Background: an optimization exercise with open tools, aiming at small area. Do not read the settings as production practice.
In this exercise RTL edits were held to simulation tests only and were not proved equivalent to the original.
Power figures rest on the tool's default switching activity, not on a simulated workload.

$ cat flow/design.v
module cmplx_mixer
#(
  parameter int pIDAT_W = 16 ,    
  parameter int pODAT_W = 17 ,    
  parameter int pK_W    = 2       
)
(
  input  logic                         iclk    ,
  input  logic                         ival    ,
  input  logic signed  [pIDAT_W-1 : 0] idat_re ,
  input  logic signed  [pIDAT_W-1 : 0] idat_im ,
  input  logic            [pK_W-1 : 0] ik      ,
  output logic         [pODAT_W-1 : 0] odat_re ,
  output logic         [pODAT_W-1 : 0] odat_im
);
  localparam int W = pODAT_W + 14;    
  logic signed [pIDAT_W-1 : 0] dat_re, dat_im;
  logic           [pK_W-1 : 0] k;
  logic        [pODAT_W-1 : 0] s2_re, s2_im, s3_re, s3_im;
  logic [W-1:0] re, im, sum, dif;
  assign re  = W'(dat_re);
  assign im  = W'(dat_im);
  assign sum = re + im;
  assign dif = im - re;
  logic [W-1:0] v_re, v_im;
  logic         n_re, n_im;
  generate
    if (pK_W == 2) begin : g8
      logic [W-1:0] as, at;
      assign as = (sum << 15) - (sum << 13) - (sum << 11) + (sum << 9) + (sum << 7) + (sum << 1);
      assign at = (dif << 15) - (dif << 13) - (dif << 11) + (dif << 9) + (dif << 7) + (dif << 1);
      always_comb begin
        case (k)
          2'd0: begin v_re = re << 15; n_re = 1'b0; v_im = im << 15; n_im = 1'b0; end
          2'd1: begin v_re = as;       n_re = 1'b0; v_im = at;       n_im = 1'b0; end
          2'd2: begin v_re = im << 15; n_re = 1'b0; v_im = re << 15; n_im = 1'b1; end
          default: begin v_re = at;    n_re = 1'b0; v_im = as;       n_im = 1'b1; end
        endcase
      end
    end
    else begin : g16
      logic [W-1:0] x, y, as, at;
      logic [W-1:0] p, q;    
      logic         qn;      
      logic [1:0] j;
      assign j  = k[1:0];
      assign x  = j[1] ? im : re;
      assign y  = j[1] ? re : im;
      logic [W-1:0] pbd, qbd;
      assign pbd = (x << 15) - (x << 11) - (x << 9) + (x << 6) + (x << 1)
                 + (y << 14) - (y << 12) + (y << 8) - (y << 2);
      assign qbd = (y << 15) - (y << 11) - (y << 9) + (y << 6) + (y << 1)
                 - (x << 14) + (x << 12) - (x << 8) + (x << 2);
      assign as = (sum << 15) - (sum << 13) - (sum << 11) + (sum << 9) + (sum << 7) + (sum << 1);
      assign at = (dif << 15) - (dif << 13) - (dif << 11) + (dif << 9) + (dif << 7) + (dif << 1);
      always_comb begin
        case (j)
          2'd0: begin p = re << 15; q = im << 15; qn = 1'b0; end
          2'd1: begin p = pbd;      q = qbd;      qn = 1'b0; end
          2'd2: begin p = as;       q = at;       qn = 1'b0; end
          default: begin p = pbd;   q = qbd;      qn = 1'b1; end
        endcase
        if (k[2]) begin
          v_re = q; n_re = qn;
          v_im = p; n_im = 1'b1;
        end
        else begin
          v_re = p; n_re = 1'b0;
          v_im = q; n_im = qn;
        end
      end
    end
  endgenerate
  logic [W-1:0] r_re, r_im;
  assign r_re = (v_re ^ {W{n_re}}) + W'(32'h2000) + W'(n_re);
  assign r_im = (v_im ^ {W{n_im}}) + W'(32'h2000) + W'(n_im);
  always_ff @(posedge iclk) begin
    if (ival) begin
      dat_re <= idat_re;
      dat_im <= idat_im;
      k      <= ik;
      s2_re  <= r_re[W-1:14];
      s2_im  <= r_im[W-1:14];
      s3_re  <= s2_re;
      s3_im  <= s2_im;
      odat_re <= s3_re;
      odat_im <= s3_im;
    end
  end
endmodule
`timescale 1ns / 1ps
module summComplex #(parameter DATA_FFT_SIZE = 16,
                     parameter SUB = 0  )(
    i_clk,
    i_en,
    i_data_in0_i,
    i_data_in0_q,
    i_data_in1_i,
    i_data_in1_q,
    o_data_out0_i,
    o_data_out0_q
    );
    input i_clk;
    input i_en;
    input [DATA_FFT_SIZE-1:0] i_data_in0_i;
    input [DATA_FFT_SIZE-1:0] i_data_in0_q;
    input [DATA_FFT_SIZE-1:0] i_data_in1_i;
    input [DATA_FFT_SIZE-1:0] i_data_in1_q;
    output reg [DATA_FFT_SIZE-1:0] o_data_out0_i;
    output reg [DATA_FFT_SIZE-1:0] o_data_out0_q;
    function [DATA_FFT_SIZE-1:0] rca;
        input [DATA_FFT_SIZE-1:0] a;
        input [DATA_FFT_SIZE-1:0] b_in;
        integer t;
        reg c;
        reg [DATA_FFT_SIZE-1:0] b;
        begin
            b = SUB ? ~b_in : b_in;
            c = SUB ? 1'b1 : 1'b0;
            for (t = 0; t < DATA_FFT_SIZE; t = t + 1)
            begin
                rca[t] = a[t] ^ b[t] ^ c;
                c = (a[t] & b[t]) | (a[t] & c) | (b[t] & c);
            end
        end
    endfunction
    always @(posedge i_clk)
    begin
        if(i_en)  o_data_out0_i <= rca(i_data_in0_i, i_data_in1_i);
        if(i_en)  o_data_out0_q <= rca(i_data_in0_q, i_data_in1_q);
    end
endmodule
`timescale 1ns / 1ps
module memForFFT #(parameter DATA_FFT_SIZE = 16,
                   parameter SIZE_BITS_ADDRES = 4  ,
                   parameter ONE_OUT = 0  )
    (
    i_clk,
    i_writeEn,
    i_readEn,
    i_sel,
    i_addr,
    i_addr_r,
    i_inData,
    o_outData,
    i_writeEn2,
    i_readEn2,
    i_addr2,
    i_addr_r2,
    i_inData2,
    o_outData2
    );
    input i_clk;
    input i_writeEn;
    input i_readEn;
    input i_sel;
    input [SIZE_BITS_ADDRES-1:0] i_addr;
    input [SIZE_BITS_ADDRES-1:0] i_addr_r;
    input [DATA_FFT_SIZE-1:0] i_inData;
    output reg [DATA_FFT_SIZE-1:0] o_outData;
    input i_writeEn2;
    input i_readEn2;
    input [SIZE_BITS_ADDRES-1:0] i_addr2;
    input [SIZE_BITS_ADDRES-1:0] i_addr_r2;
    input [DATA_FFT_SIZE-1:0] i_inData2;
    output reg [DATA_FFT_SIZE-1:0] o_outData2;
    reg [DATA_FFT_SIZE-1:0] data [2**SIZE_BITS_ADDRES-1:0];
    reg [DATA_FFT_SIZE-1:0] data2 [2**SIZE_BITS_ADDRES-1:0];
    always @(posedge i_clk)
    begin
        if(i_readEn)  o_outData <= (ONE_OUT && i_sel) ? data2[i_addr_r] : data[i_addr_r]; 
        if(i_writeEn) data[i_addr] <= i_inData; 
        if(i_readEn2 && !ONE_OUT)  o_outData2 <= data2[i_addr_r2]; 
        if(i_writeEn2) data2[i_addr2] <= i_inData2; 
    end
endmodule
`timescale 1ns / 1ps
module multComplexE #(parameter SIZE_DATA_FI = 2 ,
                      parameter DATA_FFT_SIZE = 16,
                      parameter FAST = "slow", 
                      parameter TYPE = "forvard", 
                      parameter COMPENS_FP = "false",  
                      parameter USE_ROUND = 1, 
                      parameter USE_DSP = 1 )(
    i_clk,
    i_reset,
    i_en,
    i_in_data_i,
    i_in_data_q,
    i_fi_deg,
    o_out_data_minus_i,
    o_out_data_minus_q,
    o_out_data_plus_i,
    o_out_data_plus_q,
    o_outValid
    );
    localparam _USE_ROUND = USE_ROUND==0 ? 0 : 1;
    localparam _USE_DSP = USE_DSP == 0 ? 0 : 1;
    input i_clk;
    input i_reset;
    input i_en;
    input [DATA_FFT_SIZE-1:0] i_in_data_i;
    input [DATA_FFT_SIZE-1:0] i_in_data_q;
    input [15:0] i_fi_deg;
    output [DATA_FFT_SIZE-1 + (COMPENS_FP=="add"?1:0) :0] o_out_data_minus_i;
    output [DATA_FFT_SIZE-1 + (COMPENS_FP=="add"?1:0) :0] o_out_data_minus_q;
    output [DATA_FFT_SIZE-1 + (COMPENS_FP=="add"?1:0) :0] o_out_data_plus_i;
    output [DATA_FFT_SIZE-1 + (COMPENS_FP=="add"?1:0) :0] o_out_data_plus_q;
    output reg o_outValid;
    assign o_out_data_plus_i = -o_out_data_minus_i;
    assign o_out_data_plus_q = -o_out_data_minus_q;
    genvar i;
    generate
    if(SIZE_DATA_FI > 2)
    begin
    reg mult;
    reg [SIZE_DATA_FI-2:0] in_k;    
    reg [DATA_FFT_SIZE-1:0] in_mult_data_i;
    reg [DATA_FFT_SIZE-1:0] in_mult_data_q;
    cmplx_mixer
    #(
      .pIDAT_W(DATA_FFT_SIZE) ,
      .pODAT_W(DATA_FFT_SIZE + (COMPENS_FP=="add"?1:0)) ,
      .pK_W(SIZE_DATA_FI-1)
    )
    cmplx_mult(
      .iclk(i_clk)    ,
      .ival(mult)    ,
      .idat_re(in_mult_data_i) ,
      .idat_im(in_mult_data_q) ,
      .ik(in_k) ,
      .odat_re(o_out_data_minus_i) ,
      .odat_im(o_out_data_minus_q)
    );
    reg [3:0] timer_4clock;
    always @(posedge i_clk)
    begin
        if(i_reset)
        begin
            timer_4clock <= 0;
            o_outValid <= 1'b0;
            mult <= 1'b0;
        end
        else
        begin
        if(mult | i_en)   begin if(timer_4clock < (3 + _USE_ROUND)) timer_4clock <= timer_4clock + 1;end
        else            timer_4clock <= 0;
        if(timer_4clock == (3 + _USE_ROUND))        o_outValid <= 1'b1;
        else                               o_outValid <= 1'b0;
        if(i_en)
        begin
            in_k <= i_fi_deg[SIZE_DATA_FI-2:0];
            in_mult_data_i <= i_in_data_i;
            in_mult_data_q <= i_in_data_q;
            if(!mult) mult <= 1'b1; 
            else if((timer_4clock == (3 + _USE_ROUND)) & (i_en == 1'b0)) mult <= 1'b0;
        end
        else if((timer_4clock == (3 + _USE_ROUND)) & (i_en == 1'b0)) mult <= 1'b0;
        end
    end
    end
    else if(SIZE_DATA_FI == 2)
    begin
        reg [DATA_FFT_SIZE-1:0] data_i;
        reg [DATA_FFT_SIZE-1:0] data_q;
        assign o_out_data_minus_i = data_i;
        assign o_out_data_minus_q = data_q;
        always @(posedge i_clk)
        begin
            if(i_en)
            begin
                if(TYPE == "forvard")
                begin
                    if(i_fi_deg[0]) data_i <= i_in_data_q;
                    else            data_i <= i_in_data_i;
                    if(i_fi_deg[0]) data_q <= -i_in_data_i;
                    else            data_q <= i_in_data_q;
                end
                else if(TYPE == "invers")
                begin
                    if(i_fi_deg[0]) data_i <= -i_in_data_q;
                    else            data_i <= i_in_data_i;
                    if(i_fi_deg[0]) data_q <= i_in_data_i;
                    else            data_q <= i_in_data_q;
                end
            end
        end
    end
    else
    begin
    assign o_out_data_minus_i = i_in_data_i;
    assign o_out_data_minus_q = i_in_data_q;
    end
    endgenerate
endmodule
`timescale 1ns / 1ps
module interconnect_two_sFFT_to_mFFT #(parameter SIZE_BUFFER = 1, 
                                       parameter SIZE_OUT_DATA_S_FFT = 16,
                                       parameter SIZE_OUT_DATA = 16,
                                       parameter TYPE = "forvard", 
                                       parameter COMPENS_FP = "false",  
                                       parameter FAST = "slow", 
                                       parameter USE_ROUND = 1, 
                                       parameter USE_DSP = 1, 
                                       parameter PARAPEL_THIS_FFT = 1)
    (
        i_clk,
        i_reset,
        i_data_from_secondFFT_chet_i,
        i_data_from_secondFFT_chet_q,
        i_data_from_secondFFT_Nchet_i,
        i_data_from_secondFFT_Nchet_q,
        i_flag_complete_chet,
        i_flag_complete_Nchet,
        o_resiveFromChet,
        o_resiveFromNChet,
        i_mutDone,
        o_out_summ_0__NFFT_2_i,
        o_out_summ_0__NFFT_2_q,
        o_out_summ_NFFT_2__NFFT_i,
        o_out_summ_NFFT_2__NFFT_q,
        o_counterMultData2,
        o_dataComplete
    );
    localparam NFFT = 1 << SIZE_BUFFER;
    input i_clk;
    input i_reset;
    input [SIZE_OUT_DATA_S_FFT-1:0] i_data_from_secondFFT_chet_i;
    input [SIZE_OUT_DATA_S_FFT-1:0] i_data_from_secondFFT_chet_q;
    input [SIZE_OUT_DATA_S_FFT-1:0] i_data_from_secondFFT_Nchet_i;
    input [SIZE_OUT_DATA_S_FFT-1:0] i_data_from_secondFFT_Nchet_q;
    input i_flag_complete_chet;
    input i_flag_complete_Nchet;
    output o_resiveFromChet;
    output reg o_resiveFromNChet;
    input i_mutDone;
    output [SIZE_OUT_DATA-1:0] o_out_summ_0__NFFT_2_i;
    output [SIZE_OUT_DATA-1:0] o_out_summ_0__NFFT_2_q;
    output [SIZE_OUT_DATA-1:0] o_out_summ_NFFT_2__NFFT_i;
    output [SIZE_OUT_DATA-1:0] o_out_summ_NFFT_2__NFFT_q;
    output reg [SIZE_BUFFER-1:0] o_counterMultData2;
    output o_dataComplete;
    reg enMult;
    reg [SIZE_OUT_DATA_S_FFT-1:0] multData_i;
    reg [SIZE_OUT_DATA_S_FFT-1:0] multData_q;
    reg [15:0] phi;    
    wire [SIZE_OUT_DATA-1:0] res_m_phi_i;
    wire [SIZE_OUT_DATA-1:0] res_m_phi_q;
    wire [SIZE_OUT_DATA-1:0] res_p_phi_i;
    wire [SIZE_OUT_DATA-1:0] res_p_phi_q;
    multComplexE #(.SIZE_DATA_FI(SIZE_BUFFER) , .DATA_FFT_SIZE(SIZE_OUT_DATA_S_FFT), .FAST(FAST), .TYPE(TYPE), .COMPENS_FP(COMPENS_FP), .USE_ROUND(USE_ROUND), .USE_DSP(USE_DSP))
    _multComplexE
        (
        .i_clk(i_clk),
        .i_reset(i_reset),
        .i_en(enMult),
        .i_in_data_i(multData_i),
        .i_in_data_q(multData_q),
        .i_fi_deg(phi),
        .o_out_data_minus_i(res_m_phi_i),
        .o_out_data_minus_q(res_m_phi_q),
        .o_out_data_plus_i(res_p_phi_i),
        .o_out_data_plus_q(res_p_phi_q),
        .o_outValid(o_dataComplete)
        );
    reg [SIZE_OUT_DATA-1:0] d1_res_m_phi_i;
    reg [SIZE_OUT_DATA-1:0] d1_res_m_phi_q;
    reg [SIZE_OUT_DATA-1:0] d1_res_p_phi_i;
    reg [SIZE_OUT_DATA-1:0] d1_res_p_phi_q;
    always @(posedge i_clk)
    begin
        d1_res_m_phi_i <= res_m_phi_i;
        d1_res_m_phi_q <= res_m_phi_q;
        d1_res_p_phi_i <= res_p_phi_i;
        d1_res_p_phi_q <= res_p_phi_q;
    end
    wire [SIZE_OUT_DATA-1:0] w_data_summ_chet_i;
    wire [SIZE_OUT_DATA-1:0] w_data_summ_chet_q;
    if((COMPENS_FP == "add") && (SIZE_OUT_DATA > SIZE_OUT_DATA_S_FFT))
    begin
        assign w_data_summ_chet_i[SIZE_OUT_DATA-1:1] = i_data_from_secondFFT_chet_i[SIZE_OUT_DATA_S_FFT-1:0];
        assign w_data_summ_chet_q[SIZE_OUT_DATA-1:1] = i_data_from_secondFFT_chet_q[SIZE_OUT_DATA_S_FFT-1:0];
        assign w_data_summ_chet_i[0] = 0;
        assign w_data_summ_chet_q[0] = 0;
    end
    else
    begin
        assign w_data_summ_chet_i = i_data_from_secondFFT_chet_i;
        assign w_data_summ_chet_q = i_data_from_secondFFT_chet_q;
    end
    summComplex #(.DATA_FFT_SIZE(SIZE_OUT_DATA))
    _summ0__NFFT_2(
        .i_clk(i_clk),
        .i_en( 1'b1),
        .i_data_in0_i(w_data_summ_chet_i),
        .i_data_in0_q(w_data_summ_chet_q),
        .i_data_in1_i(res_m_phi_i),
        .i_data_in1_q(res_m_phi_q),
        .o_data_out0_i(o_out_summ_0__NFFT_2_i),
        .o_data_out0_q(o_out_summ_0__NFFT_2_q)
    );
    summComplex #(.DATA_FFT_SIZE(SIZE_OUT_DATA), .SUB(1))
    _summNFFT_2__NFFT(
        .i_clk(i_clk),
        .i_en( 1'b1),
        .i_data_in0_i(w_data_summ_chet_i),
        .i_data_in0_q(w_data_summ_chet_q),
        .i_data_in1_i(res_m_phi_i),    
        .i_data_in1_q(res_m_phi_q),
        .o_data_out0_i(o_out_summ_NFFT_2__NFFT_i),
        .o_data_out0_q(o_out_summ_NFFT_2__NFFT_q)
    );
    reg old_flag_complete_chet;
    reg old_flag_complete_Nchet;
    reg d1_enMult;
    assign o_resiveFromChet = o_dataComplete | (!i_flag_complete_chet);
    always @(posedge i_clk) 
    begin : summFFT
        if(i_reset)
        begin
            o_resiveFromNChet <= 1'b1;
            enMult <= 1'b0;
            o_counterMultData2 <= 0;
            phi <= 0;
            d1_enMult <= 1'b0;
            old_flag_complete_chet <= 1'b0;
            old_flag_complete_Nchet <= 1'b0;
        end
        else
        begin
            d1_enMult <= enMult;
            old_flag_complete_chet <= i_flag_complete_chet;
            if(old_flag_complete_Nchet) phi <= phi + 1;
            else    phi <= 0;
            old_flag_complete_Nchet <= i_flag_complete_Nchet;
            if(i_flag_complete_Nchet | old_flag_complete_Nchet)
            begin
                multData_i <= i_data_from_secondFFT_Nchet_i;
                multData_q <= i_data_from_secondFFT_Nchet_q;
                enMult <= 1'b1;
            end
            else if(o_counterMultData2 == (NFFT/2-1)) enMult <= 1'b0;
            if(i_mutDone)         o_counterMultData2 <= 0;
            else
            begin
                if( o_dataComplete)
                    o_counterMultData2 <= o_counterMultData2 + 1;
                else    o_counterMultData2 <= 0;
            end
        end
    end
endmodule
`timescale 1ns / 1ps
module myFFT
    #(parameter SIZE_BUFFER = 1, 
      parameter DATA_FFT_SIZE = 16,
      parameter FAST = "slow", 
      parameter TYPE = "forvard", 
      parameter COMPENS_FP = "false",  
      parameter MIN_FFT_x4 = 1,   
      parameter USE_ROUND = 1, 
      parameter USE_DSP = 1, 
      parameter PARAREL_FFT = 9'b111111111  
    )
    (
        i_clk,
        i_reset,
        i_valid,
        i_data_in_i,
        i_data_in_q,
        o_data_out_i,
        o_data_out_q,
        o_complete,
        o_stateFFT,
        i_flag_ready_recive, 
        o_flag_wayt_data 
    );
    localparam NFFT = 1 << SIZE_BUFFER;
    localparam SIZE_OUT_DATA        = COMPENS_FP == "add" ? (DATA_FFT_SIZE + (SIZE_BUFFER > 2 ? SIZE_BUFFER - 2 : 0)) : DATA_FFT_SIZE;
    localparam SIZE_OUT_DATA_S_FFT  = COMPENS_FP == "add" ? (DATA_FFT_SIZE + (SIZE_BUFFER > 2 ? SIZE_BUFFER - 3 : 0)) : DATA_FFT_SIZE;
    localparam PARAREL_THIS_FFT = PARAREL_FFT[SIZE_BUFFER];
    input i_clk;
    input i_reset;
    input i_valid; 
    input [DATA_FFT_SIZE-1:0] i_data_in_i;
    input [DATA_FFT_SIZE-1:0] i_data_in_q;
    output   [SIZE_OUT_DATA-1:0] o_data_out_i;
    output   [SIZE_OUT_DATA-1:0] o_data_out_q;
    output reg o_complete;
    output [2:0] o_stateFFT;
    input i_flag_ready_recive;
    output   o_flag_wayt_data;
    reg [SIZE_BUFFER:0] counterReciveDataFFT;
    reg [SIZE_BUFFER:0] counterSendData;
    reg [2:0] state;
    assign o_stateFFT = state;
    localparam stateWaytData = 3'b000;
    localparam stateWriteData = 3'b001;
    localparam stateWaytFFT = 3'b010;
    localparam stateSummFFT = 4'b100;
    localparam stateComplete = 4'b111;
    genvar i;
    generate
    if((MIN_FFT_x4==1) && (NFFT == 4))  
    begin
        reg [DATA_FFT_SIZE-1:0] data_out_mas_i [3:0];
        reg [DATA_FFT_SIZE-1:0] data_out_mas_q [3:0];
        always @(posedge i_clk) 
        begin : FMS_FFT
            if(i_reset)   state <= stateWaytData;
            else
            begin
                case(state)
                stateWaytData : if((counterReciveDataFFT == 3) & i_valid)  state <= stateSummFFT;
                stateSummFFT:   state <= stateComplete;
                stateComplete : if((counterSendData == 3) & i_flag_ready_recive)   state <= stateWaytData; 
                endcase
            end
        end
        localparam numm_1 = TYPE=="forvard" ? 1 : TYPE=="invers" ? 3 : 1;
        localparam numm_3 = TYPE=="forvard" ? 3 : TYPE=="invers" ? 1 : 3;
        wire first = (counterReciveDataFFT[1:0] == 2'd0);
        wire [1:0] n = counterReciveDataFFT[1:0];
        wire [1:0] n_inv = (TYPE=="invers") ? -n : n;    
        function [DATA_FFT_SIZE:0] rot_op;    
            input [1:0] rot;
            input is_q;
            begin
                case (rot)
                2'd0: rot_op = {1'b0, is_q ? i_data_in_q : i_data_in_i};
                2'd1: rot_op = {is_q, is_q ? i_data_in_i : i_data_in_q};
                2'd2: rot_op = {1'b1, is_q ? i_data_in_q : i_data_in_i};
                default: rot_op = {~is_q, is_q ? i_data_in_i : i_data_in_q};
                endcase
            end
        endfunction
        function [DATA_FFT_SIZE-1:0] rca;
            input [DATA_FFT_SIZE-1:0] a;
            input [DATA_FFT_SIZE-1:0] b;
            input neg;
            integer t;
            reg c;
            reg bb;
            begin
                c = neg;
                for (t = 0; t < DATA_FFT_SIZE; t = t + 1)
                begin
                    bb = b[t] ^ neg;
                    rca[t] = a[t] ^ bb ^ c;
                    c = (a[t] & bb) | (a[t] & c) | (bb & c);
                end
            end
        endfunction
        reg [DATA_FFT_SIZE:0] op_i [3:0];
        reg [DATA_FFT_SIZE:0] op_q [3:0];
        integer m;
        always @(*)
        begin
            for (m = 0; m < 4; m = m + 1)
            begin
                op_i[m] = rot_op(m[1:0] * n_inv, 1'b0);
                op_q[m] = rot_op(m[1:0] * n_inv, 1'b1);
            end
        end
        always @(posedge i_clk) 
        begin : reciveDataFFT
            integer mm;
            if(i_reset)   counterReciveDataFFT <= 0;
            else
            begin
                if(counterReciveDataFFT < NFFT)
                begin
                    if(i_valid == 1'b1) 
                    begin
                        counterReciveDataFFT <= counterReciveDataFFT + 1;
                        for (mm = 0; mm < 4; mm = mm + 1)
                        begin
                            data_out_mas_i[mm] <= rca(first ? {DATA_FFT_SIZE{1'b0}} : data_out_mas_i[mm], op_i[mm][DATA_FFT_SIZE-1:0], op_i[mm][DATA_FFT_SIZE]);
                            data_out_mas_q[mm] <= rca(first ? {DATA_FFT_SIZE{1'b0}} : data_out_mas_q[mm], op_q[mm][DATA_FFT_SIZE-1:0], op_q[mm][DATA_FFT_SIZE]);
                        end
                    end
                end
                else counterReciveDataFFT <= 0;
            end
        end
        reg [DATA_FFT_SIZE-1:0] reg_data_out_i;
        reg [DATA_FFT_SIZE-1:0] reg_data_out_q;
        assign o_data_out_i = reg_data_out_i;
        assign o_data_out_q = reg_data_out_q;
        always @(posedge i_clk) 
        begin : sendDataFFT
            if(i_reset) counterSendData <= 0;
            else if(state == stateComplete)
            begin
                if((counterSendData < NFFT) & i_flag_ready_recive)
                begin : FLAG_RECIVE_FFT
                    counterSendData <= counterSendData + 1;
                    reg_data_out_i <= data_out_mas_i[counterSendData];
                    reg_data_out_q <= data_out_mas_q[counterSendData];
                end
            end
            else counterSendData <= 0;
        end
        reg reg_flag_wayt_data;
        assign o_flag_wayt_data = reg_flag_wayt_data;
        always @ (posedge i_clk)
        begin : flagReciveFFT
            if(i_reset)                                             reg_flag_wayt_data <= 1'b1;
            else if((counterReciveDataFFT == 3) & i_valid)          reg_flag_wayt_data <= 1'b0;
            else if((counterSendData == 3) & i_flag_ready_recive)   reg_flag_wayt_data <= 1'b1;
        end
        always @(posedge i_clk) 
        begin : flagComplete
            if(i_reset)                 o_complete <= 1'b0;
            else if(state == stateComplete)  o_complete <= 1'b1;
            else                        o_complete <= 1'b0;
        end
    end
    else
    begin
        wire [SIZE_OUT_DATA_S_FFT-1:0] data_from_secondFFT_chet_i;
        wire [SIZE_OUT_DATA_S_FFT-1:0] data_from_secondFFT_chet_q;
        wire [SIZE_OUT_DATA_S_FFT-1:0] data_from_secondFFT_Nchet_i;
        wire [SIZE_OUT_DATA_S_FFT-1:0] data_from_secondFFT_Nchet_q;
        wire flag_complete_chet;
        wire flag_complete_Nchet;
        reg _data_summ_out_mas_i_r_writeEn_c;
        reg [SIZE_BUFFER-2:0] _data_summ_out_mas_i_r_addr_c ;
        reg [SIZE_BUFFER-2:0] _data_summ_out_mas_i_r_addr_r_c ;
        reg [SIZE_OUT_DATA-1:0] _data_summ_out_mas_i_r_writeData_c;
        wire [SIZE_OUT_DATA-1:0] _data_summ_out_mas_i_r_readData_c;
        reg _data_summ_out_mas_i_r_writeEn_Nc;
        reg [SIZE_BUFFER-2:0] _data_summ_out_mas_i_r_addr_Nc ;
        reg [SIZE_BUFFER-2:0] _data_summ_out_mas_i_r_addr_r_Nc ;
        reg [SIZE_OUT_DATA-1:0] _data_summ_out_mas_i_r_writeData_Nc;
        wire [SIZE_OUT_DATA-1:0] _data_summ_out_mas_i_r_readData_Nc;
        localparam ONE_OUT = (NFFT < 16);
        wire sel_next;
        memForFFT #(.DATA_FFT_SIZE(SIZE_OUT_DATA), .SIZE_BITS_ADDRES(SIZE_BUFFER-1), .ONE_OUT(ONE_OUT))
        data_summ_out_mas_i_r
        (
            .i_clk(i_clk),
            .i_writeEn(_data_summ_out_mas_i_r_writeEn_c),
            .i_readEn(i_flag_ready_recive),
            .i_sel(sel_next),
            .i_addr(_data_summ_out_mas_i_r_addr_c),
            .i_addr_r(_data_summ_out_mas_i_r_addr_r_c),
            .i_inData(_data_summ_out_mas_i_r_writeData_c),
            .o_outData(_data_summ_out_mas_i_r_readData_c),
            .i_writeEn2(_data_summ_out_mas_i_r_writeEn_Nc),
            .i_readEn2(i_flag_ready_recive),
            .i_addr2(_data_summ_out_mas_i_r_addr_Nc),
            .i_addr_r2(_data_summ_out_mas_i_r_addr_r_Nc),
            .i_inData2(_data_summ_out_mas_i_r_writeData_Nc),
            .o_outData2(_data_summ_out_mas_i_r_readData_Nc)
        );
        reg _data_summ_out_mas_q_r_writeEn_c;
        reg [SIZE_BUFFER-2:0] _data_summ_out_mas_q_r_addr_c;
        reg [SIZE_BUFFER-2:0] _data_summ_out_mas_q_r_addr_r_c;
        reg [SIZE_OUT_DATA-1:0] _data_summ_out_mas_q_r_writeData_c;
        wire [SIZE_OUT_DATA-1:0] _data_summ_out_mas_q_r_readData_c;
        reg _data_summ_out_mas_q_r_writeEn_Nc;
        reg [SIZE_BUFFER-2:0] _data_summ_out_mas_q_r_addr_Nc;
        reg [SIZE_BUFFER-2:0] _data_summ_out_mas_q_r_addr_r_Nc;
        reg [SIZE_OUT_DATA-1:0] _data_summ_out_mas_q_r_writeData_Nc;
        wire [SIZE_OUT_DATA-1:0] _data_summ_out_mas_q_r_readData_Nc;
        memForFFT #(.DATA_FFT_SIZE(SIZE_OUT_DATA), .SIZE_BITS_ADDRES(SIZE_BUFFER-1), .ONE_OUT(ONE_OUT))
        data_summ_out_mas_q_r
        (
            .i_clk(i_clk),
            .i_writeEn(_data_summ_out_mas_q_r_writeEn_c),
            .i_readEn(i_flag_ready_recive),
            .i_sel(sel_next),
            .i_addr(_data_summ_out_mas_q_r_addr_c),
            .i_addr_r(_data_summ_out_mas_q_r_addr_r_c),
            .i_inData(_data_summ_out_mas_q_r_writeData_c),
            .o_outData(_data_summ_out_mas_q_r_readData_c),
            .i_writeEn2(_data_summ_out_mas_q_r_writeEn_Nc),
            .i_readEn2(i_flag_ready_recive),
            .i_addr2(_data_summ_out_mas_q_r_addr_Nc),
            .i_addr_r2(_data_summ_out_mas_q_r_addr_r_Nc),
            .i_inData2(_data_summ_out_mas_q_r_writeData_Nc),
            .o_outData2(_data_summ_out_mas_q_r_readData_Nc)
        );
        reg valid_data_chet;
        reg valid_data_Nchet;
        wire [2:0] stateFFTChet;
        wire [2:0] stateFFTNChet;
        reg [SIZE_BUFFER-1:0] counterMultData;
        wire [SIZE_BUFFER-1:0] counterMultData2;
        reg mutDone;
        wire resiveFromChet;
        wire resiveFromNChet;
        wire flag_wayt_data_chet;
        wire flag_wayt_data_Nchet;
        if(PARAREL_THIS_FFT)
        begin
            myFFT #(.SIZE_BUFFER(SIZE_BUFFER-1),.DATA_FFT_SIZE(DATA_FFT_SIZE), .FAST(FAST), .TYPE(TYPE),
                    .COMPENS_FP(COMPENS_FP), .MIN_FFT_x4(MIN_FFT_x4), .USE_ROUND(USE_ROUND), .USE_DSP(USE_DSP),
                    .PARAREL_FFT(PARAREL_FFT))
            dataChetn(
                .i_clk(i_clk),
                .i_reset(i_reset),
                .i_valid( (counterReciveDataFFT[0] == 1'b0) & (  1) & i_valid),
                .i_data_in_i(i_data_in_i),
                .i_data_in_q(i_data_in_q),
                .o_data_out_i(data_from_secondFFT_chet_i),
                .o_data_out_q(data_from_secondFFT_chet_q),
                .o_complete(flag_complete_chet),
                .o_stateFFT(stateFFTChet),
                .i_flag_ready_recive(resiveFromChet), 
                .o_flag_wayt_data(flag_wayt_data_chet) 
            );
            myFFT #(.SIZE_BUFFER(SIZE_BUFFER-1),.DATA_FFT_SIZE(DATA_FFT_SIZE), .FAST(FAST), .TYPE(TYPE),
                    .COMPENS_FP(COMPENS_FP), .MIN_FFT_x4(MIN_FFT_x4), .USE_ROUND(USE_ROUND), .USE_DSP(USE_DSP),
                    .PARAREL_FFT(PARAREL_FFT))
            dataNChetn(
                .i_clk(i_clk),
                .i_reset(i_reset),
                .i_valid( (counterReciveDataFFT[0] == 1'b1) & (  1)  & i_valid),
                .i_data_in_i(i_data_in_i),
                .i_data_in_q(i_data_in_q),
                .o_data_out_i(data_from_secondFFT_Nchet_i),
                .o_data_out_q(data_from_secondFFT_Nchet_q),
                .o_complete(flag_complete_Nchet),
                .o_stateFFT(stateFFTNChet),
                .i_flag_ready_recive(resiveFromNChet), 
                .o_flag_wayt_data(flag_wayt_data_Nchet) 
            );
        end
        reg reg_flag_wayt_data;
        assign o_flag_wayt_data = reg_flag_wayt_data;
        if(NFFT == 8)
        begin
            always @(posedge i_clk) 
            begin : flagWaytData
                if(i_reset)                  reg_flag_wayt_data <= 1'b1;
                else if(state == stateComplete)   reg_flag_wayt_data <= 1'b1;
                else if((counterReciveDataFFT == NFFT)  ) reg_flag_wayt_data <= 1'b0;
            end
        end
        else
        begin
            always @(posedge i_clk) 
            begin : flagWaytData
                if(i_reset)                              reg_flag_wayt_data <= 1'b1;
                else if((counterMultData2 ==  1) )   reg_flag_wayt_data <= 1'b1; 
                else if((counterReciveDataFFT == (NFFT-1)) & i_valid  ) reg_flag_wayt_data <= 1'b0;
            end
        end
        reg completeDoneChet;
        reg completeDoneNChet;
        wire stateToComplete = (counterMultData == (1)) | mutDone;
        always @(posedge i_clk) 
        begin : FMS_FFT
            if(i_reset)   state <= stateWaytData;
            else
            begin
                case(state)
                stateWaytData:  if(counterReciveDataFFT == NFFT)    state <= stateWaytFFT;  else if(stateToComplete)   state <= stateComplete;
                stateWaytFFT:   if(completeDoneChet & completeDoneNChet)   state <= stateWriteData; else if(stateToComplete)   state <= stateComplete;
                stateWriteData: if({flag_complete_chet, flag_complete_Nchet} == 2'b00)  state <= stateSummFFT ; else if(stateToComplete)   state <= stateComplete;
                stateSummFFT:   if(stateToComplete)     state <= stateComplete;
                stateComplete:  if((counterSendData == (NFFT-2)) & i_flag_ready_recive)   state <= stateWaytData;
                endcase
            end
        end
        always @(posedge i_clk)
        begin : waitCompleteSecondFFT
            if(i_reset)
            begin
                completeDoneChet <= 1'b0;
                completeDoneNChet <= 1'b0;
            end
            else
            begin
                if(state == stateSummFFT)
                begin
                    completeDoneChet <= 1'b0;
                    completeDoneNChet <= 1'b0;
                end
                else
                begin
                    if(flag_complete_chet)
                        completeDoneChet <= 1'b1;
                    if(flag_complete_Nchet)
                        completeDoneNChet <= 1'b1;
                end
            end
        end
            wire [SIZE_OUT_DATA-1:0] out_summ_0__NFFT_2_i;
            wire [SIZE_OUT_DATA-1:0] out_summ_0__NFFT_2_q;
            wire [SIZE_OUT_DATA-1:0] out_summ_NFFT_2__NFFT_i;
            wire [SIZE_OUT_DATA-1:0] out_summ_NFFT_2__NFFT_q;
            wire interconnect_dataComplete;
            interconnect_two_sFFT_to_mFFT #(   .SIZE_BUFFER(SIZE_BUFFER), 
                                               .SIZE_OUT_DATA_S_FFT(SIZE_OUT_DATA_S_FFT),
                                               .SIZE_OUT_DATA(SIZE_OUT_DATA),
                                               .TYPE(TYPE), 
                                               .COMPENS_FP(COMPENS_FP),  
                                               .FAST(FAST), 
                                               .USE_ROUND(USE_ROUND), 
                                               .USE_DSP(USE_DSP), 
                                               .PARAPEL_THIS_FFT(PARAREL_THIS_FFT))
            _interconnect_two_sFFT_to_mFFT(
                .i_clk(i_clk),
                .i_reset(i_reset),
                .i_data_from_secondFFT_chet_i(data_from_secondFFT_chet_i),
                .i_data_from_secondFFT_chet_q(data_from_secondFFT_chet_q),
                .i_data_from_secondFFT_Nchet_i(data_from_secondFFT_Nchet_i),
                .i_data_from_secondFFT_Nchet_q(data_from_secondFFT_Nchet_q),
                .i_flag_complete_chet(flag_complete_chet),
                .i_flag_complete_Nchet(flag_complete_Nchet),
                .o_resiveFromChet(resiveFromChet),
                .o_resiveFromNChet(resiveFromNChet),
                .i_mutDone(mutDone),
                .o_out_summ_0__NFFT_2_i(out_summ_0__NFFT_2_i),
                .o_out_summ_0__NFFT_2_q(out_summ_0__NFFT_2_q),
                .o_out_summ_NFFT_2__NFFT_i(out_summ_NFFT_2__NFFT_i),
                .o_out_summ_NFFT_2__NFFT_q(out_summ_NFFT_2__NFFT_q),
                .o_counterMultData2(counterMultData2),
                .o_dataComplete(interconnect_dataComplete)
            );
            always @(posedge i_clk) 
            begin : bufferingSummFFT
                if(mutDone | i_reset)
                begin
                    mutDone <= 1'b0;
                    counterMultData <= 0;
                    _data_summ_out_mas_i_r_writeEn_c <= 1'b0;
                    _data_summ_out_mas_i_r_writeEn_Nc <= 1'b0;
                    _data_summ_out_mas_q_r_writeEn_c <= 1'b0;
                    _data_summ_out_mas_q_r_writeEn_Nc <= 1'b0;
                end
                else if(interconnect_dataComplete == 0)
                begin
                    mutDone <= 1'b0;
                    counterMultData <= 0;
                    _data_summ_out_mas_i_r_writeEn_c <= 1'b0;
                    _data_summ_out_mas_i_r_writeEn_Nc <= 1'b0;
                    _data_summ_out_mas_q_r_writeEn_c <= 1'b0;
                    _data_summ_out_mas_q_r_writeEn_Nc <= 1'b0;
                end
                else
                begin
                    if(counterMultData2 > counterMultData)
                    begin
                        counterMultData <= counterMultData + 1;
                        if(counterMultData < NFFT/2)
                        begin
                        _data_summ_out_mas_i_r_addr_c <= counterMultData[SIZE_BUFFER-2:0];
                        _data_summ_out_mas_i_r_writeData_c <= out_summ_0__NFFT_2_i;
                        _data_summ_out_mas_i_r_writeEn_c <= 1'b1;
                        _data_summ_out_mas_q_r_addr_c <= counterMultData[SIZE_BUFFER-2:0];
                        _data_summ_out_mas_q_r_writeData_c <= out_summ_0__NFFT_2_q;
                        _data_summ_out_mas_q_r_writeEn_c <= 1'b1;
                        _data_summ_out_mas_i_r_addr_Nc <= counterMultData[SIZE_BUFFER-2:0];
                        _data_summ_out_mas_i_r_writeData_Nc <= out_summ_NFFT_2__NFFT_i;
                        _data_summ_out_mas_i_r_writeEn_Nc <= 1'b1;
                        _data_summ_out_mas_q_r_addr_Nc <= counterMultData[SIZE_BUFFER-2:0];
                        _data_summ_out_mas_q_r_writeData_Nc <= out_summ_NFFT_2__NFFT_q;
                        _data_summ_out_mas_q_r_writeEn_Nc <= 1'b1;
                        end
                    end
                    else
                    begin
                        _data_summ_out_mas_i_r_writeEn_c <= 1'b0;
                        _data_summ_out_mas_i_r_writeEn_Nc <= 1'b0;
                        _data_summ_out_mas_q_r_writeEn_c <= 1'b0;
                        _data_summ_out_mas_q_r_writeEn_Nc <= 1'b0;
                    end
                end
                if(counterMultData2 == NFFT/2)  mutDone <= 1'b1;
            end
        always @ (posedge i_clk) 
        begin : reciveFFT
            if(i_reset)
            begin
                counterReciveDataFFT <= 1'b0;
            end
            else
            begin
                if (( flag_wayt_data_Nchet) == 1'b0) counterReciveDataFFT <= 0;
                else if(counterReciveDataFFT < NFFT)
                begin
                    if(i_valid & o_flag_wayt_data) 
                    begin
                        counterReciveDataFFT <= counterReciveDataFFT + 1;
                    end
                end
            end
        end
        reg [SIZE_BUFFER:0] counterSendData2;
        reg flagTimerWrite; 
        wire [SIZE_BUFFER:0] counterSendData_inc = counterSendData + 1'b1;
        assign sel_next = i_reset ? 1'b0 :
                          (state == stateComplete) ? (i_flag_ready_recive & (counterSendData < NFFT) & flagTimerWrite ? counterSendData_inc[SIZE_BUFFER-1] : counterSendData[SIZE_BUFFER-1]) :
                          (i_flag_ready_recive ? 1'b0 : counterSendData[SIZE_BUFFER-1]);
        assign o_data_out_i = ONE_OUT ? _data_summ_out_mas_i_r_readData_c : counterSendData[SIZE_BUFFER-1] ? _data_summ_out_mas_i_r_readData_Nc : _data_summ_out_mas_i_r_readData_c;
        assign o_data_out_q = ONE_OUT ? _data_summ_out_mas_q_r_readData_c : counterSendData[SIZE_BUFFER-1] ? _data_summ_out_mas_q_r_readData_Nc : _data_summ_out_mas_q_r_readData_c;
        always @(posedge i_clk) 
        begin : sendDataFFT
            if(i_reset)
            begin
                counterSendData2 <= 1;
                counterSendData <= 0;
                _data_summ_out_mas_i_r_addr_r_c <= 0;
                _data_summ_out_mas_i_r_addr_r_Nc <= 0;
                _data_summ_out_mas_q_r_addr_r_c <= 0;
                _data_summ_out_mas_q_r_addr_r_Nc <= 0;
                flagTimerWrite <= 1'b0;
            end
            else if((state == stateComplete)  & i_flag_ready_recive)
            begin
                if(counterSendData < NFFT)
                begin
                    flagTimerWrite <= 1'b1;
                    if(counterSendData2 < NFFT) counterSendData2 <= counterSendData2 + 1;
                    if(flagTimerWrite)  counterSendData <= counterSendData + 1;
                    _data_summ_out_mas_i_r_addr_r_c <= counterSendData2[SIZE_BUFFER-2:0];
                    _data_summ_out_mas_i_r_addr_r_Nc <= counterSendData2[SIZE_BUFFER-2:0];
                    _data_summ_out_mas_q_r_addr_r_c <= counterSendData2[SIZE_BUFFER-2:0];
                    _data_summ_out_mas_q_r_addr_r_Nc <= counterSendData2[SIZE_BUFFER-2:0];
                end
            end
            else if(state != stateComplete) begin
                counterSendData2 <= 1;
                if(i_flag_ready_recive)   counterSendData <= 0;
                _data_summ_out_mas_i_r_addr_r_c <= 0;
                _data_summ_out_mas_i_r_addr_r_Nc <= 0;
                _data_summ_out_mas_q_r_addr_r_c <= 0;
                _data_summ_out_mas_q_r_addr_r_Nc <= 0;
                flagTimerWrite <= 1'b0;
            end
            else
            begin
            end
        end
        always @(posedge i_clk) 
        begin : flagComplete
            if(i_reset)                 o_complete <= 1'b0;
            else if(state == stateComplete   )  o_complete <= 1'b1;
            else                        o_complete <= 1'b0;
        end
    end
    endgenerate
endmodule
module myFFT16 (
    input         i_clk,
    input         i_reset,
    input         i_valid,
    input  [15:0] i_data_in_i,
    input  [15:0] i_data_in_q,
    output [17:0] o_data_out_i,
    output [17:0] o_data_out_q,
    output        o_complete,
    output [2:0]  o_stateFFT,
    input         i_flag_ready_recive,
    output        o_flag_wayt_data
);
    myFFT #(.SIZE_BUFFER(4), .DATA_FFT_SIZE(16), .FAST("slow"), .TYPE("forvard"),
            .COMPENS_FP("add"), .MIN_FFT_x4(1), .USE_ROUND(1), .USE_DSP(1),
            .PARAREL_FFT(9'b111111111))
    u_fft (
        .i_clk(i_clk),
        .i_reset(i_reset),
        .i_valid(i_valid),
        .i_data_in_i(i_data_in_i),
        .i_data_in_q(i_data_in_q),
        .o_data_out_i(o_data_out_i),
        .o_data_out_q(o_data_out_q),
        .o_complete(o_complete),
        .o_stateFFT(o_stateFFT),
        .i_flag_ready_recive(i_flag_ready_recive),
        .o_flag_wayt_data(o_flag_wayt_data)
    );
endmodule
$ cat flow/run.sh
#!/bin/bash
# synth_recipe.tcl (not shown) runs the flow's synth.tcl, then flattens the netlist and writes it again
# the make line also repeats each setting of config.mk as NAME=value (left out here)
make -C /OpenROAD-flow-scripts/flow DESIGN_CONFIG=/design/flow/config.mk WORK_HOME=/design/flow/orfs CLKGATE_MAP_FILE= SYNTH_SCRIPT=/design/flow/synth_recipe.tcl finish
$ cat flow/config.mk
export PLATFORM = sky130hd
export DESIGN_NAME = myFFT16
export DESIGN_NICKNAME = myFFT16
export VERILOG_FILES = /design/flow/design.v
export SDC_FILE = /design/flow/constraint.sdc
export NUM_CORES = 4
export LEC_CHECK = 0
export CAP_MARGIN = 20
export CORE_MARGIN = 2
export CORE_UTILIZATION = 40
export SLEW_MARGIN = 20
$ cat flow/constraint.sdc
create_clock -name core_clock -period 10.0 [get_ports {i_clk}]
set_input_delay 2.0000 -clock core_clock [delete_from_list [all_inputs] [get_ports {i_clk}]]
set_output_delay 2.0000 -clock core_clock [all_outputs]
set_load 0.01 [all_outputs]
==> run notes <==
[metal layers]
metal / vias up / wire length (um) / share of wire
met2: 2424 / 189400 / 0.47
met5: - / 0 / 0
li1: 43794 / - / -
met4: 0 / 10580 / 0.026
met3: 500 / 18300 / 0.045
met1: 49040 / 184300 / 0.46
[final cells by class]
type                       instances  area, um2  area share
antenna                            6      15.01  0.00007956
clock buffer                     415       8559     0.04536
clock inverter                   158       1947     0.01032
inverter                        1546       5803     0.03075
multi-input combinational       7246      74840      0.3966
sequential                      3066      88060      0.4666
tap                             5663       7086     0.03755
timing repair buffer             303       2404     0.01274
[power by group through the flow]
stage | Sequential [mW] | Clock (mW) | Combinational (mW)
after floorplan | 14.4 | 0 | 1.27
after global placement | 14.4 | 0 | 1.62
after detailed placement | 14.4 | 0 | 1.69
after CTS | 14.1 | 12.1 | 1.69
after global routing | 14.1 | 12.6 | 1.92
final | 14.1 | 11.9 | 1.65
[cells in the final DEF (no fill, tap or decap), types with 121 or more instances in the layout]
cell type,instances
sky130_fd_sc_hd__dfxtp_1,392
sky130_fd_sc_hd__nand3_1,123
sky130_fd_sc_hd__xnor2_1,596
sky130_fd_sc_hd__ha_1,673
sky130_fd_sc_hd__o21ai_0,246
sky130_fd_sc_hd__nand2_1,386
sky130_fd_sc_hd__nor3_1,121
sky130_fd_sc_hd__mux4_2,295
sky130_fd_sc_hd__inv_1,1538
sky130_fd_sc_hd__xor2_1,268
sky130_fd_sc_hd__mux2_2,208
sky130_fd_sc_hd__mux2i_1,380
sky130_fd_sc_hd__buf_4,224
sky130_fd_sc_hd__fa_1,1225
sky130_fd_sc_hd__nand2b_1,429
sky130_fd_sc_hd__nor2_1,570
sky130_fd_sc_hd__clkbuf_16,316
sky130_fd_sc_hd__a222oi_1,135
sky130_fd_sc_hd__edfxtp_1,2661
sky130_fd_sc_hd__a21oi_1,370
[metrics by stage]
step	std cells	utilization	power [mW]
after floorplan	12334	-	15.64
after global placement	17823	0.4205	16.01
after detailed placement	17824	0.4205	16.08
after CTS	18397	0.4453	27.93
after global routing	18398	0.4453	28.68
final	18403	0.4454	27.64
[cells by family (layout without fill, tap and decap cells)]
family,Yosys count,in the layout,share of synthesized area
compound gates,1530,1530,0.06270
fa+ha+maj,1909,1909,0.1944
mux,884,884,0.07525
flops,3066,3066,0.5172
xor+xnor,865,865,0.04452
buf+inv,2022,2422,0.04491
simple gates,2058,2058,0.06100
other cells,0,6,0
[worst paths after layout]
check / start / endpoint / slack [ns] / cells past startpoint
setup / recovery: register / register / 0.79 / 32
hold / removal: register / register / 0.39 / 0
setup reg to reg: register / register / 0.79 / 32
hold reg to reg: register / register / 0.39 / 0
[worst max-delay path: cells and delay by family (launching register included)]
| family | cells | cell delay [ns] |
|---|---|---|
| fa+ha+maj | 6 | 2.56 |
| simple gates | 3 | 1.06 |
| flops | 1 | 0.44 |
| xor+xnor | 3 | 1.04 |
| buf+inv | 4 | 0.55 |
| compound gates | 15 | 3.10 |
| mux | 1 | 0.23 |
[what timing repair did]
item,CTS,global route
resized for setup,0,1
buffers inserted,0,0
endpoints found under the setup margin,0,1
==> run notes <==
- The actual transition at the worst max-transition pin is 1.085 ns.
- The post-detailed-routing wire length is 402600 um.
- The number of nets in the synthesized netlist is 14.28k.
- The worst path meets setup with 0.7921 ns of slack.
- The number of H-tree levels is 5.
- The remaining antenna violation count after routing is 0.
- Setup repair after global routing left no endpoint under its margin.
- Power spread over the standard cell area amounts to 146.5 mW/mm2.
- In the global route stage, met3 resource usage came out at 0.02027.
- From left edge to right edge, the die measures 656.2 um.
- Before CTS, the worst setup slack after placement is 0.4113 ns.
- The number of global-route vias before repair is 97.64k.
- Dividing the final minimum period by the clock period gives 0.9208.
- The most numerous cell in the Yosys netlist is sky130_fd_sc_hd__edfxtp_1.
- The synthesized design contains 2661 enable-type register cells.
- For this block, the via count after detailed routing is 95.76k.
- The analysis attributes to net switching a power of 6.083 mW.
- The number of primary I/O pins is 77.
- The clock tree skew after final layout is 0.05356 ns.
- After detailed routing, the average wire length per cell comes to 21.88 um.
- The run finished with no timing, DRC or antenna violations.
- Of the cells placed in the final design, the portion with a size suffix greater than 1 is 0.1084.
- The tightest hold path in the finished design has a slack of 0.3868 ns.
- The slowest stage of the critical path belongs to the cell sky130_fd_sc_hd__or4b_4.
- The number of detailed-routing iterations run before antenna repair is 12.
- Synthesis inferred 3066 register bits.
- The die covers 0.4307 mm2.
- During synthesis, Yosys emitted a total of 23 warnings.
- The buffer cell driving the clock tree root is sky130_fd_sc_hd__clkbuf_16.
- Using the TritonRoute via totals, the vias-per-cell ratio works out to 5.203.
- The post-synth design cell area is 0.1702 mm2.
- The final critical-path required period is 9.208 ns.
- Summed over all cells, the static leakage comes to 69.60 nW.
- The required arrival time at the worst endpoint is 10.66 ns.
- The global routing usage on met2 is 0.3011.
- The worst pin sits at a relative slew slack of 0.2770.
- The post-synthesis to final-layout area growth is 10.90%.
- In the global route stage, met1 resource usage came out at 0.2686.
- The worst min-delay path category is register to register.
- No sink is reached through more buffers than the 4 on the longest clock path.
- Clock latency on the worst-skew pair, taken at its later pin, is 0.91 ns.
- The number of maximum-capacitance constraint violations is 0.
- The starting utilization of the core area is 0.4016.
- The share of total power dissipated in combinational logic is 0.060.
- After routing, the total negative slack on setup checks comes to 0 ns.
- The quantity of I/O buffers inserted on ports is 76.
- Clock-pin slew was measured on the worst setup and hold paths at 0.07 ns.
- The fraction of synthesized cell area taken by the top area cell type is 0.4696.
- The final setup violation count is 0.
- Of all cell types, the one taking the most synthesized area is sky130_fd_sc_hd__edfxtp_1.
- The async set-or-reset flop fraction in the synthesized netlist is 0.
- The final-layout fill cell count is 37.88k.
- The hold-fix buffer count after cts is 0.
- Of the total power, registers draw 0.511.
- The initialized floorplan defines 239 standard-cell rows.
- In this run, CTS created clock tree buffers numbering 310.
- The detailed router finished its first iteration with 8281 violations.
- The commonest cells after synthesis are 2661 x sky130_fd_sc_hd__edfxtp_1, 1538 x sky130_fd_sc_hd__inv_1, 1225 x sky130_fd_sc_hd__fa_1.
- For this run, design rule violations remaining after detail routing come to 0.
- The number of clock sinks is 3066.
- The count of nets after finishing is 14.42k.
- In the post-synthesis netlist, the biggest area contributors are sky130_fd_sc_hd__edfxtp_1 47%, sky130_fd_sc_hd__fa_1 14%, sky130_fd_sc_hd__ha_1 5.0%.
- The delay of the slowest cell on the worst path is 0.56 ns.
- IR analysis of the VDD net gives a maximum drop of 0.1776 mV.
- Of the total power, the clock network draws 0.429.
- Across every metal layer, demand over resource in global routing totals 0.1861.
- Global routing finished with a remaining overflow of 0.
- The critical path is of the register to register type.
- The final standard cell area without fillers is 0.1887 mm2.
- The most instantiated flip-flop cell in the synthesis netlist is sky130_fd_sc_hd__edfxtp_1.
- The data arrival time at the worst-slack endpoint is 9.86 ns.
- The layer flagged by global routing as most heavily used is met2.
- The core region is 0.4237 mm2.
- The type of element launching the critical path is a register.
- The half-perimeter wire length after placement is 282900 um.
- The global placer's final weighted congestion is 0.9310.
- The worst setup path is captured at a register.
- Once placement finished, the instance area stood at 0.1782 mm2.
- Counting every instance in the synthesized netlist gives 12.33k.
- The average cell area after synthesis is 13.80 um2.
- The highest achievable clock rate is 108.6 MHz.
- The hold violation count in the final report is 0.
- The largest driver fanout on the critical path is 8.
- Among the stages of the critical path, the cell type that occurs most often is sky130_fd_sc_hd__a21oi_1.
- The CTS tree is built.
- The number of different library cells used by synthesis comes to 112.
- The initial antenna violation count is 10.
- Entering global routing, the biggest net connects 101 pins.
- The final max-slew violation count is 0.
- The cell internal power dissipation is 21.56 mW.
- The wire length of the first global-routing pass is 618600 um.
- The height of the die is 656.2 um.
- The post-synthesis sequential area ratio is 0.5172.
- The fraction of power spent switching nets is 0.2201.

-- port drivers added, routing unchanged --
In the flow no input, the clock included, has a driving cell. The finished layout below was timed again as built, in two steps.
Step 1, drivers: a clkbuf_16 drives i_clk and a buf_2 each remaining input, both assumed.
Step 2, shift: input delay + t, output delay - t, t = (earliest + latest rising clock arrival at the registers) / 2. This alone moves slack from input paths to output paths.
a / b / c = ideal ports / drivers / drivers and shift; a / b = the first two.
t, ns: 0.989
slack for setup (ns): 0.792 / 0.792 / 0.424
worst hold slack (ns): 0.387 / 0.387 / 0.387
latest minus earliest clock arrival (ns): 0.058 / 0.059
After both steps setup and hold are still met in this run. The setup slack of this run moves by 0.000 ns with the drivers and by -0.368 ns with both steps.
